From an optimization exercise on the open Yosys and OpenROAD flow, aimed at small area and a short achievable clock period; shortcuts taken in it are not production practice. Where RTL was checked, it was by simulation tests only, not by an equivalence proof against the original. No functional check of the RTL was part of runs 3 to 5. Power figures rest on the tool's default switching activity, not on a simulated workload.

==> flow/design.v <==
`default_nettype none
module fp32_add(
    input wire clk,
    input wire [31:0] a,
    input wire [31:0] b,
    input wire sub,
    input wire [2:0] rm,
    output wire [31:0] result,
    output wire nv,
    output wire of,
    output wire nx
);
    integer k;
    wire a_sign = a[31];
    wire b_sign = b[31] ^ sub;
    wire [7:0] a_exp = a[30:23];
    wire [7:0] b_exp = b[30:23];
    wire [22:0] a_frac = a[22:0];
    wire [22:0] b_frac = b[22:0];
    wire a_emax = &a_exp;
    wire b_emax = &b_exp;
    wire a_fz = ~|a_frac;
    wire b_fz = ~|b_frac;
    wire a_nan = a_emax & ~a_fz;
    wire b_nan = b_emax & ~b_fz;
    wire a_inf = a_emax & a_fz;
    wire b_inf = b_emax & b_fz;
    wire a_snan = a_nan & ~a_frac[22];
    wire b_snan = b_nan & ~b_frac[22];
    wire s0_is_sub = a_sign ^ b_sign;
    wire s0_inf_inf = s0_is_sub & a_inf & b_inf;
    wire s0_nv = a_snan | b_snan | s0_inf_inf;
    wire s0_nan = a_nan | b_nan | s0_inf_inf;
    wire s0_inf = ~s0_nan & (a_inf | b_inf);
    wire [1:0] s0_special = {s0_nan, s0_inf | s0_nv};
    wire a_hid = |a_exp;
    wire b_hid = |b_exp;
    wire [7:0] a_eeff = {a_exp[7:1], a_exp[0] | ~a_hid};
    wire [7:0] b_eeff = {b_exp[7:1], b_exp[0] | ~b_hid};
    wire [7:0] d_ab = a_eeff - b_eeff;
    wire [7:0] d_ba = b_eeff - a_eeff;
    wire [4:0] off_ab = (|d_ab[7:5]) ? 5'd31 : d_ab[4:0];
    wire [4:0] off_ba = (|d_ba[7:5]) ? 5'd31 : d_ba[4:0];
    wire swap = a[30:0] < b[30:0];
    wire [7:0] l_exp = swap ? b_exp : a_exp;
    wire [22:0] l_frac = swap ? b_frac : a_frac;
    wire [23:0] s_sig = swap ? {a_hid, a_frac} : {b_hid, b_frac};
    wire l_sign = swap ? b_sign : a_sign;
    wire [4:0] s0_off = swap ? off_ba : off_ab;
    reg r1_sign, r1_is_sub;
    reg [2:0] r1_rm;
    reg [1:0] r1_special;
    reg [7:0] r1_lexp;
    reg [22:0] r1_lfrac;
    reg [23:0] r1_ssig;
    reg [4:0] r1_off;
    always @(posedge clk) begin
        r1_sign <= l_sign;
        r1_is_sub <= s0_is_sub;
        r1_rm <= rm;
        r1_special <= s0_special;
        r1_lexp <= l_exp;
        r1_lfrac <= l_frac;
        r1_ssig <= s_sig;
        r1_off <= s0_off;
    end
    wire l_hid = |r1_lexp;
    wire [7:0] l_e = {r1_lexp[7:1], r1_lexp[0] | ~l_hid};
    wire [27:0] in1 = {1'b0, l_hid, r1_lfrac, 3'b000};
    wire [26:0] sh0 = {r1_ssig, 3'b000};
    wire [26:0] sh1 = r1_off[4] ? {16'b0, sh0[26:16]} : sh0;
    wire [26:0] sh2 = r1_off[3] ? {8'b0, sh1[26:8]} : sh1;
    wire [26:0] sh3 = r1_off[2] ? {4'b0, sh2[26:4]} : sh2;
    wire [26:0] sh4 = r1_off[1] ? {2'b0, sh3[26:2]} : sh3;
    wire [26:0] sh5 = r1_off[0] ? {1'b0, sh4[26:1]} : sh4;
    reg sticky;
    always @* begin
        sticky = 1'b0;
        for (k = 0; k < 24; k = k + 1)
            if (r1_off >= k + 3) sticky = sticky | r1_ssig[k];
    end
    wire [27:0] in2 = {1'b0, sh5[26:1], sticky};
    wire [27:0] in2x = in2 ^ {28{r1_is_sub}};
    wire [28:0] sum_c = {in1, 1'b1} + {in2x, r1_is_sub};
    wire [27:0] s1_sum = sum_c[28:1];
    wire [7:0] s1_exp = l_e + 8'd1;
    wire rdn = r1_rm == 3'b010;
    wire rup = r1_rm == 3'b011;
    wire rtz = r1_rm == 3'b001;
    wire rmm = r1_rm == 3'b100;
    wire s1_up = (rdn & r1_sign) | (rup & ~r1_sign);
    wire s1_dn = rtz | (rdn & ~r1_sign) | (rup & r1_sign);
    wire [1:0] s1_cls = {s1_up | rmm, s1_dn | rmm};
    wire s1_zsign = r1_is_sub ? rdn : r1_sign;
    reg r2_sign, r2_zsign;
    reg [1:0] r2_cls;
    reg [1:0] r2_special;
    reg [7:0] r2_exp;
    reg [27:0] r2_sum;
    always @(posedge clk) begin
        r2_sign <= r1_sign;
        r2_zsign <= s1_zsign;
        r2_cls <= s1_cls;
        r2_special <= r1_special;
        r2_exp <= s1_exp;
        r2_sum <= s1_sum;
    end
    reg [27:0] lim_mask;    
    reg [27:0] above_mask;  
    always @* begin
        for (k = 0; k < 28; k = k + 1) begin
            lim_mask[k] = (r2_exp == 8'd28 - k);
            above_mask[k] = (r2_exp >= 8'd28 - k);
        end
    end
    wire [27:0] x = r2_sum | lim_mask;
    wire z4 = ~|x[27:12];
    wire [15:0] x4 = z4 ? x[11:0] << 4 : x[27:12];
    wire z3 = ~|x4[15:8];
    wire [7:0] x3 = z3 ? x4[7:0] : x4[15:8];
    wire z2 = ~|x3[7:4];
    wire [3:0] x2 = z2 ? x3[3:0] : x3[7:4];
    wire z1 = ~|x2[3:2];
    wire [1:0] x1 = z1 ? x2[1:0] : x2[3:2];
    wire z0 = ~x1[1];
    wire [4:0] lzc = {z4, z3, z2, z1, z0};
    wire [27:0] n4 = z4 ? {r2_sum[11:0], 16'b0} : r2_sum;
    wire [27:0] n3 = z3 ? {n4[19:0], 8'b0} : n4;
    wire [27:0] n2 = z2 ? {n3[23:0], 4'b0} : n3;
    wire [27:0] n1 = z1 ? {n2[25:0], 2'b0} : n2;
    wire [27:0] n0 = z0 ? {n1[26:0], 1'b0} : n1;
    wire s2_tiny = ~|(r2_sum & above_mask);    
    wire [7:0] e_norm = s2_tiny ? 8'd0 : r2_exp - {3'b0, lzc};
    wire c1 = r2_sum[27];
    wire c2 = ~r2_sum[27] & r2_sum[26];
    wire lsb = c1 ? r2_sum[4] : c2 ? r2_sum[3] : r2_sum[2];
    wire g = c1 ? r2_sum[3] : c2 ? r2_sum[2] : r2_sum[1];
    wire st = c1 ? |r2_sum[2:0] : c2 ? |r2_sum[1:0] : r2_sum[0];
    wire inexact = g | st;
    reg add_one;
    always @* begin
        case (r2_cls)
            2'd0: add_one = g & (lsb | st);
            2'd1: add_one = 1'b0;
            2'd2: add_one = g | st;
            default: add_one = g;
        endcase
    end
    wire sp_inf = r2_special == 2'b01;
    wire sp_nan = r2_special[1];
    wire sp = |r2_special;
    wire ovf = ~sp & c1 & (&r2_exp);           
    wire of_max = r2_cls == 2'd1;              
    wire zero_sign = ~|r2_sum;
    reg [30:0] s2_mag;
    always @* begin
        if (sp_nan) s2_mag = 31'h7fc00000;
        else if (sp_inf | (ovf & ~of_max)) s2_mag = 31'h7f800000;
        else if (ovf) s2_mag = 31'h7f7fffff;
        else s2_mag = {e_norm, n0[26:4]};
    end
    reg r3_sign, r3_inc, r3_nx, r3_of, r3_nv;
    reg [30:0] r3_mag;
    always @(posedge clk) begin
        r3_sign <= ~sp_nan & (zero_sign ? r2_zsign : r2_sign);
        r3_inc <= ~sp & ~ovf & add_one;
        r3_nx <= ~sp & (inexact | ovf);
        r3_of <= ovf;
        r3_nv <= r2_special == 2'b11;
        r3_mag <= s2_mag;
    end
    assign result = {r3_sign, r3_mag + {30'b0, r3_inc}};
    assign of = r3_of | (r3_inc & (r3_mag[30:23] == 8'hfe) & (&r3_mag[22:0]));
    assign nx = r3_nx;
    assign nv = r3_nv;
endmodule
`default_nettype wire
==> flow/run.sh <==
#!/bin/bash
# synth_recipe.tcl (not shown) runs the flow's synth.tcl, then flattens the netlist and writes it again
# the make line also repeats each setting of config.mk as NAME=value (left out here)
make -C /OpenROAD-flow-scripts/flow DESIGN_CONFIG=/design/flow/config.mk WORK_HOME=/design/flow/orfs CLKGATE_MAP_FILE= SYNTH_SCRIPT=/design/flow/synth_recipe.tcl finish
==> flow/config.mk <==
export PLATFORM = sky130hd
export DESIGN_NAME = fp32_add
export DESIGN_NICKNAME = fp32_add
export VERILOG_FILES = /design/flow/design.v
export SDC_FILE = /design/flow/constraint.sdc
export NUM_CORES = 4
export LEC_CHECK = 0
export CAP_MARGIN = 20
export CORE_MARGIN = 2
export CORE_UTILIZATION = 55
export SETUP_SLACK_MARGIN = 3
export SLEW_MARGIN = 20
==> flow/constraint.sdc <==
create_clock -name core_clock -period 6.5 [get_ports {clk}]
set_input_delay 1.3000 -clock core_clock [delete_from_list [all_inputs] [get_ports {clk}]]
set_output_delay 1.3000 -clock core_clock [all_outputs]
set_load 0.01 [all_outputs]
==> results of run 1 <==
## timing repair
action / CTS / global route
pin swaps: 109 / 108
cloned: 16 / 2
buffers inserted: 120 / 49
setup endpoints to repair: 141 / 132
hold buffers: 0 / 0
gates resized for setup: 345 / 230
## per-layer routing
metal,vias up,share of wire,GRT usage
met3,223,0.072,0.0495
met5,-,0,0
met1,6213,0.37,0.404
met2,752,0.49,0.617
met4,0,0.062,0.182
li1,5989,-,-
## layout make-up
cell class | count | area [um^2] | area share
Tap cell | 280 | 350 | 0.0203
Timing Repair inverter | 3 | 20.0 | 0.00116
Inverter | 84 | 359 | 0.0208
Multi-Input combinational cell | 1192 | 10100 | 0.583
Sequential cell | 145 | 2980 | 0.173
Timing Repair Buffer | 295 | 2860 | 0.166
Clock inverter | 15 | 190 | 0.0110
Clock buffer | 17 | 425 | 0.0247
## worst max-delay path, cell delays in order, from the launching register on
cell and delay [ps]:
dfxtp_4 370, nor4_4 290, nand4b_1 270, a311o_2 440
buf_4 180, nor3_4 190, nor3_1 90, a211o_4 330
a221oi_4 320, o211ai_4 150, inv_6 90, ha_4 130
inv_4 40, fa_2 360, a21o_1 210, a21oi_2 160
nor2b_1 70, nor3_2 120, xnor2_1 130, o21ai_1 70
## cells in the mapped netlist, types with 8 or more instances
cell      instances  area (um^2)
and3_1           22          138
clkbuf_1         58          218
buf_6             9          101
ha_1             71          888
nor3b_1          11         82.6
nand3_1          37          185
dfxtp_1         145         2900
a22oi_1           8         60.1
o21a_1           10         75.1
a21boi_0          8         60.1
a21oi_1          74          370
a221oi_1         21          184
a211oi_1         12         90.1
inv_1            79          297
nand4_1          27          169
o21ai_0         113          566
a21o_1           41          308
xor2_1           33          289
mux2i_1          77          771
nand2_1         143          537
xnor2_1          64          561
buf_2            12         60.1
nand2b_1         18          113
nor2b_1          13         81.3
nor2_1           87          327
mux2_2           43          484
nor4_1           21          131
o22ai_1          11         68.8
nor3_1           43          215
a31oi_1          18          113
and2_1            8         50.1
## sequential cells by signal, indices dropped and copies added, names as in the netlist, 2 cells and up
name / count
r1_lexp: 8
r1_lfrac: 23
r1_off: 5
r1_rm: 3
r1_special: 2
r1_ssig: 24
r2_cls: 2
r2_exp: 8
r2_special: 2
r2_sum: 28
r3_mag: 31
## per-stage QoR
stage / hold slack (ps) / cell area (um^2) / util / worst slack (ps)
2_1_floorplan: 310 / 12300 / - / 2330
3_3_place_gp: 316 / 13300 / 0.614 / 1360
3_5_place_dp: 315 / 13300 / 0.614 / 1230
4_1_cts: 327 / 16000 / 0.737 / 2440
5_1_grt: 335 / 17300 / 0.795 / 2220
6_report: 327 / 17300 / 0.795 / 2370
## kinds of logic (layout without fill, tap and decap cells)
logic type / Yosys count / count (layout) / synth area share
DFF: 145 / 145 / 0.240
muxes: 129 / 129 / 0.117
xor gates and xnor gates: 97 / 97 / 0.0703
and+or+nand+nor: 466 / 470 / 0.193
adders and majority gates: 75 / 75 / 0.0794
AOI/OAI and AO/OA: 417 / 421 / 0.238
buffers and inverters: 172 / 414 / 0.0614
## worst paths after layout
path                                     from       endpoint  slack, ps  cells past startpoint
worst max-delay path               r2_sum[12]     r3_mag[29]       2370                     19
worst min-delay path            r1_special[1]  r2_special[1]        330                      0
worst max register to register     r2_sum[12]     r3_mag[29]       2370                     19
worst min register to register  r1_special[1]  r2_special[1]        330                      0
## power by group
part           leakage [nW]  total (mW)  switching, mW  internal (mW)
clock                 0.293        1.01          0.460          0.553
sequential             1.22        1.70          0.496           1.20
combinational          5.86        4.01           2.06           1.95
==> key figures, run 1 <==
Outcome
  – Status: complete, no violations

Floorplanning
  – Core Box Area: 21700 um^2
  – Die H: 152 um
  – Chip width: 152 um
  – Row count: 54
  – IO Pins: 104
  – Die Area: 23200 um^2
  – Initial Util: 0.557

Synth
  – Syn_nets: 1644
  – Cell variety after synth: 97
  – Mapped Area: 12100 um^2
  – Synth Instances: 1501
  – Yosys warns: 1
  – Mapped Avg Cell Area: 8.05 um^2
  – Async set or reset register ratio after synthesis: 0
  – Flops & latches, synth: 145
  – Post-synth top flop: dfxtp_1
  – Number of flops mapped to enable cells by yosys: 0
  – Sequential-to-total area share from yosys stat: 0.240

Clock tree
  – CTS H-tree lvls: 4
  – Root buffer cell: clkbuf_16
  – Clk latency of the worst-skew pair: 440 ps
  – Sink Count: 145
  – CTS tree: done
  – Total CTS buffers: 17
  – Worst-path clk slew: 70 ps
  – CTS Buffer Depth: 2

Place
  – Post-placement cell count: 1812
  – Placer Congestion: 0.935
  – Post-DP HPWL: 27400 um
  – Number of port buffers: 103

STA
  – Fin Setup TNS: 0 ps
  – Clock Skew: 13.6 ps
  – Crit path time final: 4130 ps
  – Relative slew slack: 0.232
  – Worst Tran Pin Value: 1150 ps
  – Slew Limit Fails: 0
  – Period utilization: 0.636
  – Final setup fails: 0
  – Fmax: 242 MHz
  – Final hold violations: 0
  – RSZ-0062 raised after global routing: yes

Drt
  – Wire per inst: 22.0 um
  – First-pass DRT Iterations: 5
  – Starting DRT DRC Count: 1178
  – Final WL: 44600 um
  – Routed Antenna Nets: 0
  – DR vias: 13177
  – DRC Markers: 0
  – Via/cell ratio: 6.49

Cells and area
  – Layout Cells excl Fill: 2031
  – Leading cell type in the layout, fill and taps excluded: buf_4
  – Layout area overhead: 42.8%
  – Share of cells above drive strength 1: 0.339
  – # fillers: 1404
  – Most frequent cells in the layout: buf_4, nand2_1, dfxtp_1
  – Nets: 1881
  – Ant diodes: 0

Worst hold path
  – Hold WC Path Type: register to register

Setup path
  – Startpoint Class: register
  – Critical path arrival: 4420 ps
  – Critical-path maximum fanout: 4
  – Worst Setup End Kind: register
  – Kind of critical path: register to register
  – CP Data Required Time: 6790 ps

Job
  – Max-Cap Viols: 0

Global routing
  – Initial antenna violation count: 0
  – First-pass GRT wire length: 65200 um
  – Total global routing overflow: 0
  – Number of global-route vias before repair: 12492
  – GR Util All Layers: 0.347
  – Largest net degree at the start of global routing: 37

Power and ir drop
  – Power Density: 390 nW/um^2
  – Tot Pwr: 6.72 mW
  – Pleak: 7.38 nW
  – Largest vdd supply drop: 0.238 mV
==> run 2, diff against run 1 <==
--- a/flow/config.mk
+++ b/flow/config.mk
@@ -9,4 +9,4 @@
 export CORE_MARGIN = 2
-export CORE_UTILIZATION = 55
-export SETUP_SLACK_MARGIN = 3
+export CORE_UTILIZATION = 40
+export SETUP_SLACK_MARGIN = 2
 export SLEW_MARGIN = 20
==> run 2 against run 1 <==
Net effect:
- still clean on timing, DRC and antenna
- design area down 16%
- fmax down 6.1%
- final cell count down 2.8%
- sequential power about the same
- sequential share of layout area up 3.1 points
- die area up 36%
- core utilization down 31 points
- non-clock buffer count down 157
- largest power group unchanged
- flip-flop and latch count unchanged
- highest routed layer unchanged
==> key figures, run 2 <==
Outcome
  – Status: complete, no violations (unchanged)

STA
  – Fmax: 227 MHz (was 242 MHz)
  – Final setup fails: 0 (unchanged)
  – Final hold violations: 0 (unchanged)
  – Period utilization: 0.677 (was 0.636)
  – Crit path time final: 4400 ps (was 4130 ps)
  – RSZ-0062 raised after global routing: yes (unchanged)
  – Worst Tran Pin Value: 836 ps (was 1150 ps)
  – Relative slew slack: 0.442 (was 0.232)
  – Clock Skew: 13.9 ps (was 13.6 ps)
  – Slew Limit Fails: 0 (unchanged)
  – Fin Setup TNS: 0 ps (unchanged)

Worst hold path
  – Hold WC Path Type: register to register (unchanged)

Drt
  – Routed Antenna Nets: 0 (unchanged)
  – Starting DRT DRC Count: 904 (was 1178)
  – First-pass DRT Iterations: 5 (unchanged)
  – Final WL: 37900 um (was 44600 um)
  – DR vias: 11631 (was 13177)
  – Wire per inst: 19.2 um (was 22.0 um)
  – Via/cell ratio: 5.89 (was 6.49)
  – DRC Markers: 0 (unchanged)

Cells and area
  – Nets: 1717 (was 1881)
  – Layout Utilization: 0.485 (was 0.795)
  – Ant diodes: 0 (unchanged)
  – Most frequent cells in the layout: nand2_1, dfxtp_1, o21ai_0 (was buf_4, nand2_1, dfxtp_1)
  – Top flop regs: r3_mag x31, r2_sum x28, r1_ssig x24 (unchanged)
  – Largest Register: r3_mag (unchanged)
  – Share of cells above drive strength 1: 0.131 (was 0.339)
  – Leading cell type in the layout, fill and taps excluded: nand2_1 (was buf_4)
  – Max reg flops: 31 (unchanged)
  – Layout area overhead: 19.3% (was 42.8%)

Place
  – Post-DP HPWL: 28700 um (was 27400 um)
  – Number of port buffers: 103 (unchanged)
  – Placer Congestion: 0.938 (was 0.935)

Floorplanning
  – Initial Util: 0.406 (was 0.557)
  – Die Area: 31600 um^2 (was 23200 um^2)
  – Chip width: 178 um (was 152 um)
  – Core Box Area: 29700 um^2 (was 21700 um^2)
  – IO Pins: 104 (unchanged)
  – Row count: 63 (was 54)
  – Die H: 178 um (was 152 um)

Clock tree
  – CTS tree: done (unchanged)
  – CTS H-tree lvls: 4 (unchanged)
  – Root buffer cell: clkbuf_16 (unchanged)
  – Total CTS buffers: 17 (unchanged)
  – Clk latency of the worst-skew pair: 430 ps (was 440 ps)
  – Sink Count: 145 (unchanged)
  – Worst-path clk slew: 60 ps (was 70 ps)
  – CTS Hold Bufs: 0 (unchanged)
  – CTS Buffer Depth: 2 (unchanged)

Setup path
  – Startpoint Class: input pin (was register)
  – Critical path arrival: 4710 ps (was 4420 ps)
  – Critical-path maximum fanout: 4 (unchanged)
  – CP Buf/Inv Count: 2 (was 3)
  – Kind of critical path: input pin to register (was register to register)
  – CP most frequent cell: nand2_1
  – Worst path slowest cell: clkdlybuf4s50_1 (was a311o_2)
  – CP peak stage delay: 510 ps (was 440 ps)
  – CP top delay family: simple AND/OR/NAND/NOR gates (was compound AO/OA/AOI/OAI gates)
  – Worst Setup End Kind: register (unchanged)
  – CP Cell Sequence: clkdlybuf4s50_1 > nor4_4 > nand2_1 > nand2_1 > inv_1 > ha_1 > fa_1 > nand2b_1 > nand2_1 > a21o_1 > nand2_1 > a21o_1 > or3_1 > a21oi_2 > o22ai_2 > a211oi_1 > nor3_1 (was nor4_4 > nand4b_1 > a311o_2 > buf_4 > nor3_4 > nor3_1 > a211o_4 > a221oi_4 > o211ai_4 > inv_6 > ha_4 > inv_4 > fa_2 > a21o_1 > a21oi_2 > nor2b_1 > nor3_2 > xnor2_1 > o21ai_1)
  – CP Data Required Time: 6800 ps (was 6790 ps)

Synth
  – Largest family of logic cells by synthesized area: compound AO/OA/AOI/OAI gates (unchanged)
  – Mapped Area: 12100 um^2 (unchanged)
  – Number of flops mapped to enable cells by yosys: 0 (unchanged)
  – Synth top area share: 0.240 (unchanged)
  – Flops & latches, synth: 145 (unchanged)
  – XOR/XNOR share of the synthesized area: 0.0703 (unchanged)
  – Synth Area in Compound Gates: 0.238 (unchanged)
  – Syn_nets: 1644 (unchanged)
  – Sequential-to-total area share from yosys stat: 0.240 (unchanged)
  – Cell with the most instances after synthesis: dfxtp_1 (unchanged)
  – Simple-gate portion of the synthesized area: 0.193 (unchanged)
  – Area leader, netlist: dfxtp_1 (unchanged)
  – Synth area leaders: dfxtp_1, ha_1, mux2i_1, o21ai_0, xnor2_1 (unchanged)
  – Synth top cells by count: dfxtp_1, nand2_1, o21ai_0 (unchanged)
  – Cell variety after synth: 97 (unchanged)
  – Synth Instances: 1501 (unchanged)
  – Synth Area in Adders: 0.0794 (unchanged)
  – Yosys warns: 1 (unchanged)
  – Mux share of post-synthesis cell area: 0.117 (unchanged)
  – Mapped Avg Cell Area: 8.05 um^2 (unchanged)
  – Post-synth top flop: dfxtp_1 (unchanged)
  – Async set or reset register ratio after synthesis: 0 (unchanged)

Global routing
  – Number of global-route vias before repair: 10974 (was 12492)
  – Largest net degree at the start of global routing: 52 (was 37)
  – Initial antenna violation count: 0 (unchanged)
  – First-pass GRT wire length: 59500 um (was 65200 um)
  – GR Util All Layers: 0.239 (was 0.347)
  – Total global routing overflow: 0 (unchanged)

Job
  – Max-Cap Viols: 0 (unchanged)

Power and ir drop
  – Sequential power share: 0.306 (was 0.253)
  – Switching share of power: 0.425 (was 0.448)
  – P_int: 3.16 mW (was 3.71 mW)
  – Part of the power in the clock network: 0.196 (was 0.151)
  – P_sw: 2.33 mW (was 3.01 mW)
  – Largest vdd supply drop: 0.216 mV (was 0.238 mV)
  – Pleak: 6.11 nW (was 7.38 nW)
  – Combinational power share: 0.498 (was 0.597)
  – Power Density: 381 nW/um^2 (was 390 nW/um^2)
## run 2: routing by layer
metal	wire length, um	track usage	vias to the layer above
met5	0	0	-
met4	1530	0.106	0
met3	2210	0.0332	92
met2	17600	0.398	437
met1	16600	0.307	5473
li1	-	-	5629
## run 2: worst paths after layout
check / start / end / slack (ps) / depth (start not counted)
worst max-delay path: b[29] / r1_off[3] / 2100 / 17
worst min-delay path: r1_special[0] / r2_special[0] / 340 / 0
worst min register to register: r1_special[0] / r2_special[0] / 340 / 0
worst max register to register: r2_exp[3] / r3_mag[29] / 2200 / 18
## run 2: worst reg2reg max path: stages, from the launching register on
cell	delay (ps)
dfxtp_2	400
or4_4	620
nor2_4	210
a211oi_4	150
a31o_1	300
a41o_1	220
a211o_4	400
a221oi_4	290
o211ai_4	160
clkinv_4	70
ha_1	130
inv_1	60
fa_1	400
a21o_1	190
a21oi_2	160
nor2b_1	70
nor3_2	120
xnor2_1	130
o21ai_0	80
## run 2: cell families after synthesis
| group | Yosys count |
|---|---|
| compound gates | 417 |
| xor+xnor | 97 |
| fa+ha+maj | 75 |
| buf+inv | 172 |
| flops | 145 |
| mux | 129 |
| simple gates | 466 |
## run 2: through the flow
stage / cells / hold slack (ps) / instance area (um^2) / worst slack (ps) / total power [mW]
after global routing: 1975 / 359 / 14400 / 1950 / 5.84
final: 1975 / 340 / 14400 / 2100 / 5.49
after CTS: 1964 / 337 / 14100 / 1930 / 5.39
after global placement: 1923 / 314 / 13300 / 1260 / 4.25
after floorplan: 1501 / 310 / 12100 / 2190 / 3.41
after detailed placement: 1923 / 323 / 13300 / 1130 / 4.25
## run 2: repair_timing
action,in CTS,in global routing
cloned,3,1
endpoints found under the setup margin,60,52
pin swaps,6,16
buffers inserted,8,10
resized for setup,30,50
## run 2: power by group through the flow
stage / Clock, mW / Sequential [mW] / Combinational [mW]
final: 1.08 / 1.68 / 2.74
after global routing: 1.13 / 1.70 / 3.01
after CTS: 1.09 / 1.65 / 2.65
after detailed placement: 0 / 1.65 / 2.60
after global placement: 0 / 1.66 / 2.59
after floorplan: 0 / 1.38 / 2.03
## run 2: cell type report
| class | instances | area, um^2 |
|---|---|---|
| multi-input combinational | 1186 | 8690 |
| tap | 390 | 488 |
| sequential | 145 | 2930 |
| timing repair buffer | 138 | 1330 |
| clock inverter | 13 | 210 |
| inverter | 84 | 329 |
| clock buffer | 17 | 425 |
| fill | 2872 | 15300 |
| timing repair inverter | 2 | 8.76 |
==> run 3, diff against run 2 <==
--- a/flow/design.v
+++ b/flow/design.v
@@ -41,4 +41,2 @@
     wire [7:0] d_ba = b_eeff - a_eeff;
-    wire [4:0] off_ab = (|d_ab[7:5]) ? 5'd31 : d_ab[4:0];
-    wire [4:0] off_ba = (|d_ba[7:5]) ? 5'd31 : d_ba[4:0];
     wire swap = a[30:0] < b[30:0];
@@ -48,3 +46,4 @@
     wire l_sign = swap ? b_sign : a_sign;
-    wire [4:0] s0_off = swap ? off_ba : off_ab;
+    wire [4:0] s0_off = swap ? d_ba[4:0] : d_ab[4:0];
+    wire s0_far = swap ? |d_ba[7:5] : |d_ab[7:5];    
     reg r1_sign, r1_is_sub;
@@ -56,2 +55,3 @@
     reg [4:0] r1_off;
+    reg r1_far;
     always @(posedge clk) begin
@@ -65,2 +65,3 @@
         r1_off <= s0_off;
+        r1_far <= s0_far;
     end
@@ -70,3 +71,3 @@
     wire [26:0] sh0 = {r1_ssig, 3'b000};
-    wire [26:0] sh1 = r1_off[4] ? {16'b0, sh0[26:16]} : sh0;
+    wire [26:0] sh1 = r1_far ? 27'b0 : r1_off[4] ? {16'b0, sh0[26:16]} : sh0;
     wire [26:0] sh2 = r1_off[3] ? {8'b0, sh1[26:8]} : sh1;
@@ -79,3 +80,3 @@
         for (k = 0; k < 24; k = k + 1)
-            if (r1_off >= k + 3) sticky = sticky | r1_ssig[k];
+            if (r1_far || r1_off >= k + 3) sticky = sticky | r1_ssig[k];
     end
@@ -132,3 +133,2 @@
     wire s2_tiny = ~|(r2_sum & above_mask);    
-    wire [7:0] e_norm = s2_tiny ? 8'd0 : r2_exp - {3'b0, lzc};
     wire c1 = r2_sum[27];
@@ -154,11 +154,17 @@
     wire zero_sign = ~|r2_sum;
-    reg [30:0] s2_mag;
+    reg [7:0] s2_exp;
+    reg [4:0] s2_lzc;
+    reg [22:0] s2_frac;
     always @* begin
-        if (sp_nan) s2_mag = 31'h7fc00000;
-        else if (sp_inf | (ovf & ~of_max)) s2_mag = 31'h7f800000;
-        else if (ovf) s2_mag = 31'h7f7fffff;
-        else s2_mag = {e_norm, n0[26:4]};
+        s2_lzc = (sp | ovf | s2_tiny) ? 5'd0 : lzc;
+        if (sp_nan) {s2_exp, s2_frac} = 31'h7fc00000;
+        else if (sp_inf | (ovf & ~of_max)) {s2_exp, s2_frac} = 31'h7f800000;
+        else if (ovf) {s2_exp, s2_frac} = 31'h7f7fffff;
+        else {s2_exp, s2_frac} = {s2_tiny ? 8'd0 : r2_exp, n0[26:4]};
     end
-    reg r3_sign, r3_inc, r3_nx, r3_of, r3_nv;
-    reg [30:0] r3_mag;
+    wire s2_efe = ~sp & ((c1 & (r2_exp == 8'hfe)) | (c2 & (r2_exp == 8'hff)));
+    reg r3_sign, r3_inc, r3_nx, r3_of, r3_nv, r3_efe;
+    reg [7:0] r3_exp;
+    reg [4:0] r3_lzc;
+    reg [22:0] r3_frac;
     always @(posedge clk) begin
@@ -169,6 +175,13 @@
         r3_nv <= r2_special == 2'b11;
-        r3_mag <= s2_mag;
+        r3_exp <= s2_exp;
+        r3_lzc <= s2_lzc;
+        r3_frac <= s2_frac;
+        r3_efe <= s2_efe;
     end
-    assign result = {r3_sign, r3_mag + {30'b0, r3_inc}};
-    assign of = r3_of | (r3_inc & (r3_mag[30:23] == 8'hfe) & (&r3_mag[22:0]));
+    wire [23:0] frac_inc = {1'b0, r3_frac} + {23'b0, r3_inc};
+    wire [7:0] exp_c0 = r3_exp - {3'b0, r3_lzc};
+    wire [7:0] exp_c1 = r3_lzc[1] ? r3_exp - 8'd1 : r3_lzc[0] ? r3_exp : r3_exp + 8'd1;
+    wire [7:0] exp_out = frac_inc[23] ? exp_c1 : exp_c0;
+    assign result = {r3_sign, exp_out, frac_inc[22:0]};
+    assign of = r3_of | (r3_efe & frac_inc[23]);
     assign nx = r3_nx;
==> run 3 against run 2 <==
Net effect:
- core utilization is 0.37 points lower
- routed wire length is 4.2% lower
- combinational power hardly changed
- register-to-register slack worse by 20 ps
- clock power is 8% lower
- critical endpoint is now r1_lfrac[17]
- clock skew is 0.87 ps lower
- design area is 0.24% lower
- still clean on timing, DRC and antenna
==> key figures, run 3 <==
Cells and area
  – Largest Register: r2_sum (was r3_mag)
  – Most frequent cells in the layout: dfxtp_1, nor2_1, nand2_1 (was nand2_1, dfxtp_1, o21ai_0)
  – Share of cells above drive strength 1: 0.110 (was 0.131)
  – Nets: 1743 (was 1717)
  – Max reg flops: 28 (was 31)
  – Layout area overhead: 17.7% (was 19.3%)
  – Top flop regs: r2_sum x28, r1_ssig x24 (was r3_mag x31, r2_sum x28, r1_ssig x24)
  – Ant diodes: 0 (unchanged)
  – Leading cell type in the layout, fill and taps excluded: dfxtp_1 (was nand2_1)
  – # fillers: 2922 (was 2872)

Synth
  – Cell with the most instances after synthesis: dfxtp_1 (unchanged)
  – Synth top area share: 0.249 (was 0.240)
  – Cell variety after synth: 93 (was 97)
  – Number of flops mapped to enable cells by yosys: 0 (unchanged)
  – Sequential-to-total area share from yosys stat: 0.249 (was 0.240)
  – Mapped Avg Cell Area: 7.95 um^2 (was 8.05 um^2)
  – Mapped Area: 12200 um^2 (was 12100 um^2)
  – Synth Instances: 1536 (was 1501)
  – Area leader, netlist: dfxtp_1 (unchanged)
  – Flops & latches, synth: 152 (was 145)
  – Synth top cells by count: dfxtp_1, nor2_1, nand2_1 (was dfxtp_1, nand2_1, o21ai_0)
  – Async set or reset register ratio after synthesis: 0 (unchanged)
  – Synth area leaders: dfxtp_1, ha_1, mux2i_1, o21ai_0, a21oi_1 (was dfxtp_1, ha_1, mux2i_1, o21ai_0, xnor2_1)
  – Yosys warns: 1 (unchanged)
  – Post-synth top flop: dfxtp_1 (unchanged)
  – Syn_nets: 1681 (was 1644)

Setup path
  – Critical path arrival: 4650 ps (was 4710 ps)
  – Worst Setup End Kind: register (unchanged)
  – Worst r2r path cells: 17 (was 18)
  – Kind of critical path: input pin to register (unchanged)
  – Critical-path maximum fanout: 28 (was 4)
  – CP Data Required Time: 6810 ps (was 6800 ps)
  – Startpoint Class: input pin (unchanged)

STA
  – Period utilization: 0.668 (was 0.677)
  – Post-route setup slack: 2160 ps (was 2100 ps)
  – RSZ-0062 raised after global routing: yes (unchanged)
  – Fin Setup TNS: 0 ps (unchanged)
  – Slew Limit Fails: 0 (unchanged)
  – Crit path time final: 4340 ps (was 4400 ps)
  – Final setup fails: 0 (unchanged)
  – Fmax: 230 MHz (was 227 MHz)
  – Final hold violations: 0 (unchanged)
  – Worst Tran Pin Value: 1050 ps (was 836 ps)
  – Relative slew slack: 0.302 (was 0.442)
  – Clock Skew: 13.0 ps (was 13.9 ps)

Global routing
  – Number of global-route vias before repair: 10864 (was 10974)
  – Largest net degree at the start of global routing: 57 (was 52)
  – Total global routing overflow: 0 (unchanged)
  – GR Util All Layers: 0.227 (was 0.239)
  – First-pass GRT wire length: 57500 um (was 59500 um)
  – Initial antenna violation count: 1 (was 0)

Place
  – Placer Congestion: 0.957 (was 0.938)
  – Place WS: 1130 ps (about the same)
  – Post-DP HPWL: 27800 um (was 28700 um)
  – Number of port buffers: 103 (unchanged)

Clock tree
  – CTS Buffer Depth: 2 (unchanged)
  – Root buffer cell: clkbuf_16 (unchanged)
  – CTS tree: done (unchanged)
  – CTS H-tree lvls: 4 (unchanged)
  – Clk latency of the worst-skew pair: 430 ps (about the same)
  – Worst-path clk slew: 60 ps (about the same)
  – Sink Count: 152 (was 145)
  – Total CTS buffers: 17 (unchanged)

Drt
  – Routed Antenna Nets: 0 (unchanged)
  – Starting DRT DRC Count: 877 (was 904)
  – Final WL: 36300 um (was 37900 um)
  – First-pass DRT Iterations: 6 (was 5)
  – Wire per inst: 18.1 um (was 19.2 um)
  – DRC Markers: 0 (unchanged)
  – Via/cell ratio: 5.83 (was 5.89)
  – DR vias: 11656 (was 11631)

Worst hold path
  – Hold WC Path Type: register to register (unchanged)
  – Worst hold path depth: 0 (unchanged)

Floorplanning
  – IO Pins: 104 (unchanged)
  – Row count: 63 (unchanged)
  – Initial Util: 0.409 (was 0.406)
  – Core Box Area: 29900 um^2 (was 29700 um^2)
  – Chip width: 179 um (was 178 um)
  – Die H: 179 um (was 178 um)
  – Die Area: 32000 um^2 (was 31600 um^2)

Power and ir drop
  – Pleak: 5.91 nW (was 6.11 nW)
  – Power Density: 378 nW/um^2 (was 381 nW/um^2)
  – Largest vdd supply drop: 0.185 mV (was 0.216 mV)

Job
  – Max-Cap Viols: 0 (unchanged)

Outcome
  – Status: complete, no violations (unchanged)
-- run 3: logic make-up after synthesis --
logic type      Yosys count  synth area share
compound gates          446             0.244
flops                   152             0.249
xor+xnor                 95            0.0681
mux                     116            0.0990
simple gates            493             0.204
fa+ha+maj                76            0.0797
buf+inv                 158            0.0558
-- run 3: final timing paths --
path	from	to	slack [ps]
max	b[1]	r1_lfrac[17]	2160
min	r1_special[1]	r2_special[1]	330
max reg2reg	r1_off[3]	r2_sum[27]	2180
min reg2reg	r1_special[1]	r2_special[1]	330
-- run 3: power by group --
part	switching, mW	leakage (nW)	internal, mW	total (mW)
Clock	0.418	0.278	0.575	0.993
Combinational	1.45	4.36	1.29	2.74
Sequential	0.486	1.28	1.21	1.70
-- run 3: layout make-up --
| cell class | instances | area, um^2 | share of cell area |
|---|---|---|---|
| flip-flops and latches | 152 | 3060 | 0.213 |
| clock buffers | 18 | 429 | 0.0299 |
| clock inverters | 14 | 161 | 0.0112 |
| well taps | 390 | 488 | 0.0339 |
| inverters | 66 | 248 | 0.0172 |
| multi-input cells | 1226 | 8660 | 0.602 |
| repair buffers | 135 | 1330 | 0.0924 |
-- run 3: timing repair --
action | in CTS | in global routing
setup buffers | 8 | 5
hold buffers | 0 | 0
endpoints found under the hold margin | 0 | 0
gates cloned | 0 | 1
gates resized for setup | 22 | 40
setup endpoints to repair | 95 | 67
pin swaps | 2 | 8
-- run 3: metal layers --
metal / track usage / routed length (um)
met4: 0.107 / 1490
met3: 0.0356 / 2020
met5: 0 / 0
met2: 0.372 / 16700
met1: 0.291 / 16100
-- run 3: worst max-delay path: stages --
cell and delay [ps]:
clkdlybuf4s50_1 510, inv_1 70, ha_1 270, a21o_1 160
a21o_1 170, a21o_1 170, a21o_1 210, a2111oi_4 400
o41ai_1 170, a221oi_1 330, o41a_2 300, buf_12 210
mux2_2 370
-- run 3: stage by stage --
stage,power [mW],instances,util,hold slack [ps],area [um^2]
5_1_grt,5.82,2001,0.481,335,14400
3_5_place_dp,4.35,1955,0.450,316,13500
6_report,5.44,2001,0.481,334,14400
2_1_floorplan,3.50,1536,-,310,12200
4_1_cts,5.37,1995,0.474,334,14200
3_3_place_gp,4.33,1955,0.450,313,13500
==> run 4, diff against run 3 <==
--- a/flow/config.mk
+++ b/flow/config.mk
@@ -7,2 +7,3 @@
 export LEC_CHECK = 0
+export ABC_AREA = 1
 export CAP_MARGIN = 20
==> run 4 against run 3 <==
Net effect:
- sequential share of layout area is 0.27 points lower
- clock skew down 1.4 ps
- flip-flop and latch count did not move
- non-clock buffer count fell by 13
- routed wire length is 13% higher
- largest power group unchanged
- design area grew 0.89%
- core utilization is 0.83 points lower
- still clean on timing, DRC and antenna
- clock-buffer cell count fell by 1
- die area up 2.3%
- largest cell class unchanged
==> key figures, run 4 <==
Outcome
  – Status: complete, no violations (unchanged)

Cells and area
  – Nets: 2174 (was 1743)
  – Top flop regs: r2_sum x28, r1_ssig x24 (unchanged)
  – Ant diodes: 0 (unchanged)
  – Layout area overhead: 16.0% (was 17.7%)
  – # fillers: 3252 (was 2922)
  – Max reg flops: 28 (unchanged)
  – Leading cell type in the layout, fill and taps excluded: nand2_1 (was dfxtp_1)
  – Most frequent cells in the layout: nand2_1, inv_1, o21ai_0 (was dfxtp_1, nor2_1, nand2_1)
  – Layout Cells excl Fill: 2438 (was 2001)
  – Share of cells above drive strength 1: 0.0700 (was 0.110)
  – Largest Register: r2_sum (unchanged)

Power and ir drop
  – P_int: 3.09 mW (was 3.08 mW)
  – Sequential power share: 0.264 (was 0.313)
  – Part of the power in the clock network: 0.176 (was 0.183)
  – P_sw: 2.91 mW (was 2.36 mW)
  – Combinational power share: 0.560 (was 0.505)
  – Power Density: 413 nW/um^2 (was 378 nW/um^2)
  – Largest vdd supply drop: 0.232 mV (was 0.185 mV)
  – Switching share of power: 0.485 (was 0.433)
  – Pleak: 6.87 nW (was 5.91 nW)

Worst hold path
  – Hold WC Path Type: register to register (unchanged)

Floorplanning
  – Chip width: 181 um (was 179 um)
  – Core Box Area: 30700 um^2 (was 29900 um^2)
  – Initial Util: 0.408 (was 0.409)
  – Die H: 181 um (was 179 um)
  – Row count: 64 (was 63)
  – IO Pins: 104 (unchanged)
  – Die Area: 32700 um^2 (was 32000 um^2)

Setup path
  – CP Data Required Time: 5200 ps (was 6810 ps)
  – Critical path arrival: 2950 ps (was 4650 ps)
  – CP Buf/Inv Count: 4 (was 3)
  – CP top delay family: simple AND/OR/NAND/NOR gates (was compound AO/OA/AOI/OAI gates)
  – Worst path slowest cell: clkdlybuf4s50_1 (unchanged)
  – Critical-path maximum fanout: 4 (was 28)
  – Startpoint Class: register (was input pin)
  – CP Cell Sequence: ha_1 > nand3_1 > nor2_2 > nand3_1 > inv_1 > nand4_1 > nor3_4 > nand2_2 > nor2_4 > buf_4 > buf_4 > a21o_1 > clkdlybuf4s50_1 (was clkdlybuf4s50_1 > inv_1 > ha_1 > a21o_1 > a21o_1 > a21o_1 > a21o_1 > a2111oi_4 > o41ai_1 > a221oi_1 > o41a_2 > buf_12 > mux2_2)
  – Register-to-register setup slack: 2310 ps (was 2180 ps)
  – Worst Setup End Kind: primary output (was register)
  – CP peak stage delay: 520 ps (was 510 ps)
  – Kind of critical path: register to primary output (was input pin to register)

Global routing
  – Number of global-route vias before repair: 12247 (was 10864)
  – GR Util All Layers: 0.245 (was 0.227)
  – Largest net degree at the start of global routing: 92 (was 57)
  – Total global routing overflow: 0 (unchanged)
  – Initial antenna violation count: 0 (was 1)
  – First-pass GRT wire length: 64100 um (was 57500 um)

Drt
  – Wire per inst: 16.8 um (was 18.1 um)
  – First-pass DRT Iterations: 6 (unchanged)
  – Routed Antenna Nets: 0 (unchanged)
  – DR vias: 12956 (was 11656)
  – Final WL: 40900 um (was 36300 um)
  – DRC Markers: 0 (unchanged)
  – Via/cell ratio: 5.31 (was 5.83)
  – Starting DRT DRC Count: 1026 (was 877)

Clock tree
  – CTS Buffer Depth: 2 (unchanged)
  – Sink Count: 152 (unchanged)
  – Worst-path clk slew: 60 ps (about the same)
  – CTS tree: done (unchanged)
  – Root buffer cell: clkbuf_16 (unchanged)
  – Total CTS buffers: 17 (unchanged)
  – Clk latency of the worst-skew pair: 440 ps (was 430 ps)
  – CTS H-tree lvls: 4 (unchanged)

STA
  – Crit path time final: 4250 ps (was 4340 ps)
  – Relative slew slack: 0.254 (was 0.302)
  – Final setup fails: 0 (unchanged)
  – Fmax: 235 MHz (was 230 MHz)
  – Period utilization: 0.654 (was 0.668)
  – Clock Skew: 11.6 ps (was 13.0 ps)
  – Fin Setup TNS: 0 ps (unchanged)
  – Slew Limit Fails: 0 (unchanged)
  – RSZ-0062 raised after global routing: yes (unchanged)
  – Worst Tran Pin Value: 1120 ps (was 1050 ps)
  – Final hold violations: 0 (unchanged)

Synth
  – Post-synth top flop: dfxtp_1 (unchanged)
  – Synth top cells by count: nand2_1, inv_1, o21ai_0 (was dfxtp_1, nor2_1, nand2_1)
  – Cell with the most instances after synthesis: nand2_1 (was dfxtp_1)
  – Syn_nets: 2100 (was 1681)
  – Flops & latches, synth: 152 (unchanged)
  – Async set or reset register ratio after synthesis: 0 (unchanged)
  – Synth area leaders: dfxtp_1, nand2_1, o21ai_0, ha_1, inv_1 (was dfxtp_1, ha_1, mux2i_1, o21ai_0, a21oi_1)
  – Yosys warns: 1 (unchanged)
  – Mapped Avg Cell Area: 6.40 um^2 (was 7.95 um^2)
  – Area leader, netlist: dfxtp_1 (unchanged)
  – Sequential-to-total area share from yosys stat: 0.243 (was 0.249)
  – Number of flops mapped to enable cells by yosys: 0 (unchanged)
  – Mapped Area: 12500 um^2 (was 12200 um^2)
  – Synth top area share: 0.243 (was 0.249)
  – Cell variety after synth: 58 (was 93)
  – Synth Instances: 1955 (was 1536)

Place
  – Post-DP HPWL: 33100 um (was 27800 um)
  – Placer Congestion: 0.955 (was 0.957)
  – Number of port buffers: 103 (unchanged)
  – Post-placement cell count: 2390 (was 1955)

Job
  – Max-Cap Viols: 0 (unchanged)
-- run 4: cell count changes after synthesis, sizes merged, moves of 39 or more --
| cell | change |
|---|---|
| a21o | -45 |
| inv | +177 |
| mux2 | -39 |
| mux2i | -72 |
| nand2 | +389 |
| nand3 | +99 |
| nor2 | +40 |
| o21ai | +109 |
| xnor2 | -41 |
| xor2 | +41 |
-- run 4: cell families (layout without fill, tap and decap cells) --
logic type               after synthesis  after routing  synth area share
AND/OR/NAND/NOR                      902            903             0.317
buffers and inverters                314            399             0.107
flip-flops                           152            152             0.243
AO/OA/AOI/OAI                        411            412             0.184
multiplexers                           5              5           0.00400
adder cells (fa/ha/maj)               76             76            0.0778
XOR/XNOR                              95             95            0.0665
-- run 4: per-layer routing --
layer	vias up	track usage	wire length [um]
met5	-	0	0
met4	0	0.106	1790
met3	101	0.0339	1790
met2	398	0.439	20100
met1	5849	0.291	17200
li1	6608	-	-
-- run 4: path summary, 6_finish.rpt --
kind                                    start            end  cells after the start
worst min register to register  r1_special[0]  r2_special[0]                      0
worst max register to register      r1_is_sub     r2_sum[27]                     13
worst max-delay path                   r3_inc             of                     13
worst min-delay path            r1_special[0]  r2_special[0]                      0
-- run 4: per-stage QoR --
stage	utilization	total power, mW	cell area, um^2	setup slack, ps	hold slack, ps
final	0.473	5.99	14500	2250	329
after floorplan	-	3.92	12500	2840	310
after CTS	0.469	5.95	14400	1950	332
after global routing	0.473	6.51	14500	1960	343
after detailed placement	0.446	4.87	13700	1730	315
after global placement	0.446	4.87	13700	1790	313
-- run 4: worst reg2reg max path, stage by stage, from the launching register on --
cell,delay [ps]
dfxtp_1,1060
clkinv_1,910
xor2_1,370
ha_1,370
a21oi_1,240
o21ai_0,120
a21oi_1,120
o21ai_0,210
a21oi_1,340
inv_1,70
nand2_1,80
nand2_1,50
nand2_1,50
nand2_1,70
-- run 4: timing repair --
action / CTS / global route
buffers inserted: 8 / 5
pin swaps: 3 / 6
hold buffers: 0 / 0
endpoints found under the setup margin: 13 / 41
gates resized for setup: 14 / 26
cloned: 0 / 3
-- run 4: final cells by class --
cell class              instances  area, um^2  area share
flip-flops and latches        152        3050       0.210
clock inverters                15         188      0.0129
repair inverters                1        5.00    0.000345
multi-input cells            1491        8220       0.567
clock buffers                  17         425      0.0293
inverters                     244         930      0.0641
repair buffers                122        1190      0.0818
well taps                     396         495      0.0342
-- run 4: power by group through the flow --
| stage | clock network (mW) | registers [mW] | logic, mW |
|---|---|---|---|
| after floorplan | 0 | 1.40 | 2.52 |
| after global placement | 0 | 1.59 | 3.29 |
| after detailed placement | 0 | 1.59 | 3.28 |
| after CTS | 1.07 | 1.57 | 3.30 |
| after global routing | 1.12 | 1.60 | 3.79 |
| final | 1.06 | 1.58 | 3.36 |
==> run 5, diff against run 4 <==
--- a/flow/config.mk
+++ b/flow/config.mk
@@ -7,3 +7,2 @@
 export LEC_CHECK = 0
-export ABC_AREA = 1
 export CAP_MARGIN = 20
@@ -11,3 +10,3 @@
 export CORE_UTILIZATION = 40
-export SETUP_SLACK_MARGIN = 2
+export SETUP_SLACK_MARGIN = 2.5
 export SLEW_MARGIN = 20
==> run 5 against run 4 <==
Net effect:
- critical path depth is 8 higher
- flip-flop and latch count is the same
- largest cell class unchanged
- core utilization increased by 5.1 points
- sequential share of layout area decreased by 1.4 points
- worst setup slack improved by 220 ps
- total power decreased by 0.94%
- combinational power down 6%
- largest power group unchanged
==> key figures, run 5 <==
Power and ir drop
  – Tot Pwr: 5.94 mW (was 5.99 mW)
  – Part of the power in the clock network: 0.181 (was 0.176)
  – Largest vdd supply drop: 0.168 mV (was 0.232 mV)
  – Combinational power share: 0.534 (was 0.560)
  – P_sw: 2.52 mW (was 2.91 mW)
  – Switching share of power: 0.425 (was 0.485)
  – Power Density: 379 nW/um^2 (was 413 nW/um^2)
  – Pleak: 6.66 nW (was 6.87 nW)
  – P_int: 3.42 mW (was 3.09 mW)
  – Sequential power share: 0.285 (was 0.264)

Setup path
  – CP most frequent cell: o21ai_2
  – Worst r2r src: r1_off[4] (was r1_is_sub)
  – Critical path depth: 21 (was 13)
  – CP Cell Sequence: buf_12 > clkinvlp_4 > nor2_4 > nand2_1 > o21ai_2 > nand2b_1 > o22ai_2 > mux2i_2 > o21ai_2 > xor2_1 > ha_1 > a21o_1 > a21o_1 > a21oi_2 > and3_4 > a31oi_4 > a41oi_2 > o21ai_2 > a221oi_2 > o21bai_1 > xor2_1 (was ha_1 > nand3_1 > nor2_2 > nand3_1 > inv_1 > nand4_1 > nor3_4 > nand2_2 > nor2_4 > buf_4 > buf_4 > a21o_1 > clkdlybuf4s50_1)
  – Worst path slowest cell: dfxtp_4 (was clkdlybuf4s50_1)
  – Kind of critical path: register to register (was register to primary output)
  – Startpoint Class: register (unchanged)
  – Worst r2r path cells: 21 (was 13)
  – Critical-path maximum fanout: 12 (was 4)
  – Reg-to-Reg End: r2_sum[27] (unchanged)
  – Worst Setup End Kind: register (was primary output)
  – Critical path arrival: 4320 ps (was 2950 ps)
  – Register-to-register setup slack: 2470 ps (was 2310 ps)
  – CP peak stage delay: 400 ps (was 520 ps)
  – CP Buf/Inv Count: 2 (was 4)
  – CP top delay family: compound AO/OA/AOI/OAI gates (was simple AND/OR/NAND/NOR gates)
  – CP Data Required Time: 6790 ps (was 5200 ps)

Synth
  – Number of flops mapped to enable cells by yosys: 0 (unchanged)
  – Post-synth top flop: dfxtp_1 (unchanged)
  – Area leader, netlist: dfxtp_1 (unchanged)
  – Synth top cells by count: dfxtp_1, nor2_1, nand2_1 (was nand2_1, inv_1, o21ai_0)
  – Sequential-to-total area share from yosys stat: 0.249 (was 0.243)
  – Cell with the most instances after synthesis: dfxtp_1 (was nand2_1)
  – Synth Instances: 1536 (was 1955)
  – Flops & latches, synth: 152 (unchanged)
  – Syn_nets: 1681 (was 2100)
  – Synth area leaders: dfxtp_1, ha_1, mux2i_1, o21ai_0, a21oi_1 (was dfxtp_1, nand2_1, o21ai_0, ha_1, inv_1)
  – Mapped Area: 12200 um^2 (was 12500 um^2)
  – Cell variety after synth: 93 (was 58)
  – Synth top area share: 0.249 (was 0.243)
  – Yosys warns: 1 (unchanged)
  – Mapped Avg Cell Area: 7.95 um^2 (was 6.40 um^2)
  – Async set or reset register ratio after synthesis: 0 (unchanged)

Floorplanning
  – IO Pins: 104 (unchanged)
  – Die Area: 32000 um^2 (was 32700 um^2)
  – Chip width: 179 um (was 181 um)
  – Die H: 179 um (was 181 um)
  – Row count: 63 (was 64)
  – Core Box Area: 29900 um^2 (was 30700 um^2)
  – Initial Util: 0.409 (was 0.408)

Drt
  – Final WL: 39800 um (was 40900 um)
  – First-pass DRT Iterations: 6 (unchanged)
  – Via/cell ratio: 5.89 (was 5.31)
  – DRC Markers: 0 (unchanged)
  – DR vias: 12268 (was 12956)
  – Routed met2 length: 18900 um (was 20100 um)
  – Max layer used: met4 (unchanged)
  – Met1 WL: 16900 um (was 17200 um)
  – Routed Antenna Nets: 0 (unchanged)
  – Met3 WL: 2330 um (was 1790 um)
  – Wire per inst: 19.1 um (was 16.8 um)
  – Starting DRT DRC Count: 953 (was 1026)

Worst hold path
  – Hold wc startpoint: r1_special[1] (was r1_special[0])
  – Hold WC Path Type: register to register (unchanged)
  – Worst Hold Endpoint: r2_special[1] (was r2_special[0])
  – Worst hold path depth: 0 (unchanged)

Global routing
  – Total global routing overflow: 0 (unchanged)
  – First-pass GRT wire length: 60200 um (was 64100 um)
  – Number of global-route vias before repair: 11319 (was 12247)
  – GR Util All Layers: 0.238 (was 0.245)
  – Initial antenna violation count: 0 (unchanged)
  – Largest net degree at the start of global routing: 36 (was 92)

STA
  – Crit path time final: 4030 ps (was 4250 ps)
  – Fin Setup TNS: 0 ps (unchanged)
  – Relative slew slack: 0.288 (was 0.254)
  – Worst Tran Pin Value: 1070 ps (was 1120 ps)
  – Period utilization: 0.620 (was 0.654)
  – Final hold violations: 0 (unchanged)
  – Hold slack: 329 ps (about the same)
  – Clock Skew: 16.1 ps (was 11.6 ps)
  – Final setup fails: 0 (unchanged)
  – Slew Limit Fails: 0 (unchanged)
  – Fmax: 248 MHz (was 235 MHz)
  – Post-route setup slack: 2470 ps (was 2250 ps)
  – RSZ-0062 raised after global routing: yes (unchanged)

Clock tree
  – CTS Hold Bufs: 0 (unchanged)
  – CTS H-tree lvls: 4 (unchanged)
  – Clk latency of the worst-skew pair: 440 ps (about the same)
  – CTS tree: done (unchanged)
  – Sink Count: 152 (unchanged)
  – Total CTS buffers: 17 (unchanged)
  – Worst-path clk slew: 60 ps (about the same)
  – CTS Buffer Depth: 2 (unchanged)
  – Root buffer cell: clkbuf_16 (unchanged)

Cells and area
  – Share of cells above drive strength 1: 0.188 (was 0.0700)
  – Top flop regs: r2_sum x28, r1_ssig x24 (unchanged)
  – Most frequent cells in the layout: dfxtp_1, nand2_1, nor2_1 (was nand2_1, inv_1, o21ai_0)
  – Leading cell type in the layout, fill and taps excluded: dfxtp_1 (was nand2_1)
  – Layout area overhead: 28.1% (was 16.0%)
  – Layout Utilization: 0.524 (was 0.473)
  – Max reg flops: 28 (unchanged)
  – Ant diodes: 0 (unchanged)
  – Largest Register: r2_sum (unchanged)
  – Nets: 1824 (was 2174)

Place
  – Post-DP HPWL: 28000 um (was 33100 um)
  – Number of port buffers: 103 (unchanged)
  – Placer Congestion: 0.944 (was 0.955)
  – Place WS: 1280 ps (was 1730 ps)

Job
  – Max-Cap Viols: 0 (unchanged)

Outcome
  – Status: complete, no violations (unchanged)
## run 5: what timing repair did
action	CTS	global route
pin swaps	25	40
setup endpoints to repair	123	95
buffers inserted	30	53
gates cloned	4	5
gates resized for setup	106	103
## run 5: cell families (layout without fill, tap and decap cells)
logic type,Yosys count,in the layout,synth area share
xor gates and xnor gates,95,95,0.0681
DFF,152,152,0.249
adders and majority gates,76,76,0.0797
muxes,116,116,0.0990
buffers and inverters,158,311,0.0558
AOI/OAI and AO/OA,446,449,0.244
and+or+nand+nor,493,493,0.204
## run 5: metrics by stage
| step | instances | area [um^2] |
|---|---|---|
| 2_1_floorplan | 1536 | 12200 |
| 3_3_place_gp | 1958 | 13500 |
| 3_5_place_dp | 1958 | 13500 |
| 4_1_cts | 2024 | 14800 |
| 5_1_grt | 2082 | 15600 |
| 6_report | 2082 | 15600 |
## run 5: routing by layer
layer  up-vias  GRT usage
met5         -          0
met4         0     0.0935
met3       137     0.0365
met2       524      0.410
met1      5670      0.297
li1       5937          -
## run 5: power groups by stage
stage / logic, mW / clock network [mW] / registers [mW]
2_1_floorplan: 2.09 / 0 / 1.41
3_3_place_gp: 2.65 / 0 / 1.68
3_5_place_dp: 2.66 / 0 / 1.68
4_1_cts: 2.85 / 1.09 / 1.67
5_1_grt: 3.47 / 1.13 / 1.71
6_report: 3.17 / 1.07 / 1.69
## run 5: how the worst max path moves through the flow
| stage | from | end |
|---|---|---|
| 3_5_place_dp | b[1] | r1_ssig[0] |
| 5_1_grt | r1_off[3] | r2_sum[27] |
| 2_1_floorplan | b[1] | r1_lexp[0] |
| 3_3_place_gp | b[1] | r1_lfrac[6] |
| 6_report | r1_off[4] | r2_sum[27] |
| 4_1_cts | r1_off[4] | r2_sum[27] |
## run 5: layout make-up
class                      instances  area [um^2]
fill                            2803        14200
multi-input combinational       1229         9060
sequential                       152         3070
timing repair buffer             213         2120
tap                              390          488
clock buffer                      20          457
inverter                          66          255
clock inverter                    12          189
==> run 6, diff against run 5 <==
--- a/flow/design.v
+++ b/flow/design.v
@@ -76,8 +76,7 @@
     wire [26:0] sh5 = r1_off[0] ? {1'b0, sh4[26:1]} : sh4;
-    reg sticky;
-    always @* begin
-        sticky = 1'b0;
+    reg [23:0] smask;    
+    always @*
         for (k = 0; k < 24; k = k + 1)
-            if (r1_far || r1_off >= k + 3) sticky = sticky | r1_ssig[k];
-    end
+            smask[k] = r1_far | (r1_off >= k + 3);
+    wire sticky = |(r1_ssig & smask);
     wire [27:0] in2 = {1'b0, sh5[26:1], sticky};
@@ -109,9 +108,5 @@
     reg [27:0] lim_mask;    
-    reg [27:0] above_mask;  
-    always @* begin
-        for (k = 0; k < 28; k = k + 1) begin
+    always @*
+        for (k = 0; k < 28; k = k + 1)
             lim_mask[k] = (r2_exp == 8'd28 - k);
-            above_mask[k] = (r2_exp >= 8'd28 - k);
-        end
-    end
     wire [27:0] x = r2_sum | lim_mask;
@@ -132,3 +127,3 @@
     wire [27:0] n0 = z0 ? {n1[26:0], 1'b0} : n1;
-    wire s2_tiny = ~|(r2_sum & above_mask);    
+    wire s2_tiny = ~n0[27];
     wire c1 = r2_sum[27];
--- a/flow/config.mk
+++ b/flow/config.mk
@@ -7,2 +7,3 @@
 export LEC_CHECK = 0
+export ABC_AREA = 1
 export CAP_MARGIN = 20
@@ -10,3 +11,3 @@
 export CORE_UTILIZATION = 40
-export SETUP_SLACK_MARGIN = 2.5
+export SETUP_SLACK_MARGIN = 2
 export SLEW_MARGIN = 20
==> run 6 against run 5 <==
Net effect:
- still clean
- flip-flop and latch count did not move
- worst hold slack improved by 5.4 ps
- non-clock buffer count fell by 89
- sequential power fell by 9%
- first-iteration DRC count fell by 22%
- highest routed layer unchanged
==> key figures, run 6 <==
Outcome
  – Status: complete, no violations (unchanged)

Worst hold path
  – Hold wc startpoint: r1_special[0] (was r1_special[1])
  – Hold WC Path Type: register to register (unchanged)

Floorplanning
  – Initial Util: 0.405 (was 0.409)
  – Core Box Area: 29600 um^2 (was 29900 um^2)
  – Chip width: 177 um (was 179 um)
  – Die H: 177 um (was 179 um)
  – Die Area: 31400 um^2 (was 32000 um^2)
  – IO Pins: 104 (unchanged)
  – Row count: 63 (unchanged)

STA
  – Period utilization: 0.666 (was 0.620)
  – Clock Skew: 15.8 ps (was 16.1 ps)
  – RSZ-0062 raised after global routing: yes (unchanged)
  – Hold slack: 335 ps (was 329 ps)
  – Worst Tran Pin Value: 956 ps (was 1070 ps)
  – Final setup fails: 0 (unchanged)
  – Relative slew slack: 0.361 (was 0.288)
  – Slew Limit Fails: 0 (unchanged)
  – Fin Setup TNS: 0 ps (unchanged)
  – Final hold violations: 0 (unchanged)
  – Crit path time final: 4330 ps (was 4030 ps)
  – Fmax: 231 MHz (was 248 MHz)

Cells and area
  – # fillers: 3155 (was 2803)
  – Largest Register: r2_sum (unchanged)
  – Leading cell type in the layout, fill and taps excluded: nand2_1 (was dfxtp_1)
  – Footprint of the multi-input gates: 7780 um^2 (was 9060 um^2)
  – FF+latch area: 3050 um^2 (was 3070 um^2)
  – Max reg flops: 28 (unchanged)
  – Most frequent cells in the layout: nand2_1, inv_1, o21ai_0 (was dfxtp_1, nand2_1, nor2_1)
  – Ant diodes: 0 (unchanged)
  – Finished Cell Area: 14100 um^2 (was 15600 um^2)
  – Layout area overhead: 17.1% (was 28.1%)
  – Top flop regs: r2_sum x28, r1_ssig x24 (unchanged)
  – Nets: 2126 (was 1824)
  – Share of cells above drive strength 1: 0.0617 (was 0.188)

Global routing
  – M2 GR Usage: 0.435 (was 0.410)
  – First-pass GRT wire length: 60300 um (was 60200 um)
  – Number of global-route vias before repair: 11752 (was 11319)
  – Initial antenna violation count: 0 (unchanged)
  – GRT Max-Usage Layer: met2 (unchanged)
  – GR Util All Layers: 0.244 (was 0.238)
  – Largest net degree at the start of global routing: 70 (was 36)
  – Routing usage on met3: 0.0274 (was 0.0365)
  – Met1 Use GR: 0.289 (was 0.297)
  – Total global routing overflow: 0 (unchanged)

Drt
  – Final WL: 37900 um (was 39800 um)
  – Via/cell ratio: 5.17 (was 5.89)
  – Starting DRT DRC Count: 739 (was 953)
  – First-pass DRT Iterations: 8 (was 6)
  – Routed Antenna Nets: 0 (unchanged)
  – DR vias: 12314 (was 12268)
  – DRC Markers: 0 (unchanged)
  – Wire per inst: 15.9 um (was 19.1 um)

Setup path
  – Worst r2r src: r1_off[0] (was r1_off[4])
  – CP Data Required Time: 5200 ps (was 6790 ps)
  – Worst Setup End Kind: primary output (was register)
  – Critical-path maximum fanout: 4 (was 12)
  – Crit path launch: r3_inc (was r1_off[4])
  – Kind of critical path: register to primary output (was register to register)
  – Worst path slowest cell: clkdlybuf4s50_1 (was dfxtp_4)
  – Critical path arrival: 3030 ps (was 4320 ps)
  – CP peak stage delay: 480 ps (was 400 ps)
  – CP Cell Sequence: ha_4 > buf_4 > nand3_4 > nor3_4 > nand3_2 > inv_2 > nand3_1 > nor4_2 > inv_1 > nor3_4 > nand4_1 > a211oi_2 > a21oi_1 > clkdlybuf4s50_1 (was buf_12 > clkinvlp_4 > nor2_4 > nand2_1 > o21ai_2 > nand2b_1 > o22ai_2 > mux2i_2 > o21ai_2 > xor2_1 > ha_1 > a21o_1 > a21o_1 > a21oi_2 > and3_4 > a31oi_4 > a41oi_2 > o21ai_2 > a221oi_2 > o21bai_1 > xor2_1)
  – CP most frequent cell: nor3_4 (was o21ai_2)
  – Startpoint Class: register (unchanged)

Synth
  – Synth Area in Compound Gates: 0.169 (was 0.244)
  – Mapped Avg Cell Area: 6.31 um^2 (was 7.95 um^2)
  – Synth top cells by count: nand2_1, inv_1, o21ai_0 (was dfxtp_1, nor2_1, nand2_1)
  – Mux share of post-synthesis cell area: 0.00583 (was 0.0990)
  – Area leader, netlist: dfxtp_1 (unchanged)
  – Post-synth top flop: dfxtp_1 (unchanged)
  – Mapped Area: 12000 um^2 (was 12200 um^2)
  – Cell with the most instances after synthesis: nand2_1 (was dfxtp_1)
  – Synth area leaders: dfxtp_1, nand2_1, inv_1, ha_1, o21ai_0 (was dfxtp_1, ha_1, mux2i_1, o21ai_0, a21oi_1)
  – Synth top area share: 0.253 (was 0.249)
  – Syn_nets: 2048 (was 1681)
  – Synth Area in Adders: 0.0810 (was 0.0797)
  – Simple-gate portion of the synthesized area: 0.311 (was 0.204)
  – Synth Instances: 1903 (was 1536)
  – Sequential-to-total area share from yosys stat: 0.253 (was 0.249)
  – Yosys warns: 1 (unchanged)
  – Number of flops mapped to enable cells by yosys: 0 (unchanged)
  – XOR/XNOR share of the synthesized area: 0.0700 (was 0.0681)
  – Largest family of logic cells by synthesized area: simple AND/OR/NAND/NOR gates (was compound AO/OA/AOI/OAI gates)
  – Flops & latches, synth: 152 (unchanged)
  – Async set or reset register ratio after synthesis: 0 (unchanged)
  – Cell variety after synth: 53 (was 93)

Clock tree
  – Clk latency of the worst-skew pair: 430 ps (was 440 ps)
  – Total CTS buffers: 17 (unchanged)
  – CTS H-tree lvls: 4 (unchanged)
  – CTS tree: done (unchanged)
  – Worst-path clk slew: 70 ps (was 60 ps)
  – Root buffer cell: clkbuf_16 (unchanged)
  – CTS Buffer Depth: 2 (unchanged)
  – Sink Count: 152 (unchanged)

Place
  – Number of port buffers: 103 (unchanged)
  – Post-DP HPWL: 31100 um (was 28000 um)
  – Placer Congestion: 0.966 (was 0.944)
  – Dpl cell area: 13300 um^2 (was 13500 um^2)

Job
  – Max-Cap Viols: 0 (unchanged)

Power and ir drop
  – Pleak: 6.88 nW (was 6.66 nW)
  – Power Density: 420 nW/um^2 (was 379 nW/um^2)
  – Largest vdd supply drop: 0.211 mV (was 0.168 mV)
==> run 6: cell count changes after synthesis, moves of 17 or more <==
cell      delta
nor2_1      +35
and3_1      -25
mux2i_1     -70
a21o_1      -48
nor2b_1     -26
nand3_1     +82
nand2_1    +370
mux2_2      -37
inv_1      +183
o21ai_0     +70
buf_2       -17
nand2b_1    -21
xnor2_1     -44
xor2_1      +45
==> run 6: worst paths after layout <==
check | slack (ps) | depth (start not counted) | endpoint
max | 2170 | 14 | result[23]
min | 330 | 0 | r2_special[0]
max reg2reg | 2290 | 19 | r2_sum[24]
min reg2reg | 330 | 0 | r2_special[0]
==> run 6: kinds of logic after synthesis <==
kind of cell	Yosys count
multiplexers	7
buffers and inverters	326
AND/OR/NAND/NOR	880
adder cells (fa/ha/maj)	76
XOR/XNOR	96
flip-flops	152
AO/OA/AOI/OAI	366
==> run 6: timing repair <==
action	CTS	global route
endpoints found under the setup margin	12	61
cloned	0	0
buffers inserted	10	4
hold buffers	0	0
resized for setup	28	23
pin swaps	10	11
==> run 6: cell type report <==
type                            instances  area share
Multi-Input combinational cell       1425       0.553
Tap cell                              390      0.0347
Clock buffer                           18      0.0312
Sequential cell                       152       0.216
Clock inverter                         14      0.0115
Inverter                              261      0.0698
Timing Repair Buffer                  124      0.0837
==> run 6: critical path: cells and delay by family, from the launching register on <==
family | cells | cell delay [ps]
simple gates | 7 | 1050
buf+inv | 4 | 770
flops | 1 | 340
compound gates | 2 | 310
fa+ha+maj | 1 | 130
==> run 6: layer usage <==
layer | share of wire | wire [um]
met5 | 0 | 0
met4 | 0.047 | 1770
met1 | 0.43 | 16300
met2 | 0.49 | 18400
met3 | 0.037 | 1410
==> run 6: report_power, final <==
group          switching (mW)  internal (mW)
clock network           0.436          0.587
registers               0.297           1.24
logic                    2.08           1.27
total                    2.82           3.10
==> run 6: per-stage QoR <==
step | instances | setup slack (ps) | utilization | power, mW
2_1_floorplan | 1903 | 2600 | - | 3.90
3_3_place_gp | 2338 | 1580 | 0.447 | 4.87
5_1_grt | 2384 | 1900 | 0.475 | 6.48
6_report | 2384 | 2170 | 0.475 | 5.91
4_1_cts | 2380 | 1970 | 0.471 | 5.89
3_5_place_dp | 2338 | 1560 | 0.447 | 4.88

## port drivers added, routing unchanged
How much do the figures lean on ideal ports? The routed layouts below were timed once more, with nothing changed but the port constraints.
Step 1 assumes that a clkbuf_16 drives the clock port and a buf_2 every other input.
Step 2 moves the port delays by t, midway between the first and last clock arrival at a register: inputs arrive t later, outputs are due t later. That takes back most of the time a late clock gives input paths.
Three values: no drivers, after step 1, after step 2; two values: the first two.
| run | t (ns) | setup WS [ns] | slew at the worst register clock pin (ns) | worst data-port slew with drivers (ns) |
|---|---|---|---|---|
| run 1 | 0.484 | 2.365 / 2.365 / 2.236 | 0.08 / 0.08 | 0.05 |
| run 2 | 0.478 | 2.099 / 2.132 / 1.654 | 0.07 / 0.07 | 0.04 |
| run 3 | 0.475 | 2.159 / 2.179 / 1.705 | 0.07 / 0.07 | 0.04 |
| run 4 | 0.486 | 2.250 / 2.200 / 1.958 | 0.07 / 0.07 | 0.04 |
| run 5 | 0.483 | 2.469 / 2.469 / 2.168 | 0.07 / 0.07 | 0.04 |
| run 6 | 0.478 | 2.171 / 2.118 / 1.952 | 0.07 / 0.07 | 0.05 |
After both steps setup and hold are still met in every run listed. For run 3, which loses most, drivers alone change the setup slack by +0.020 ns; drivers and shift together by -0.454 ns.
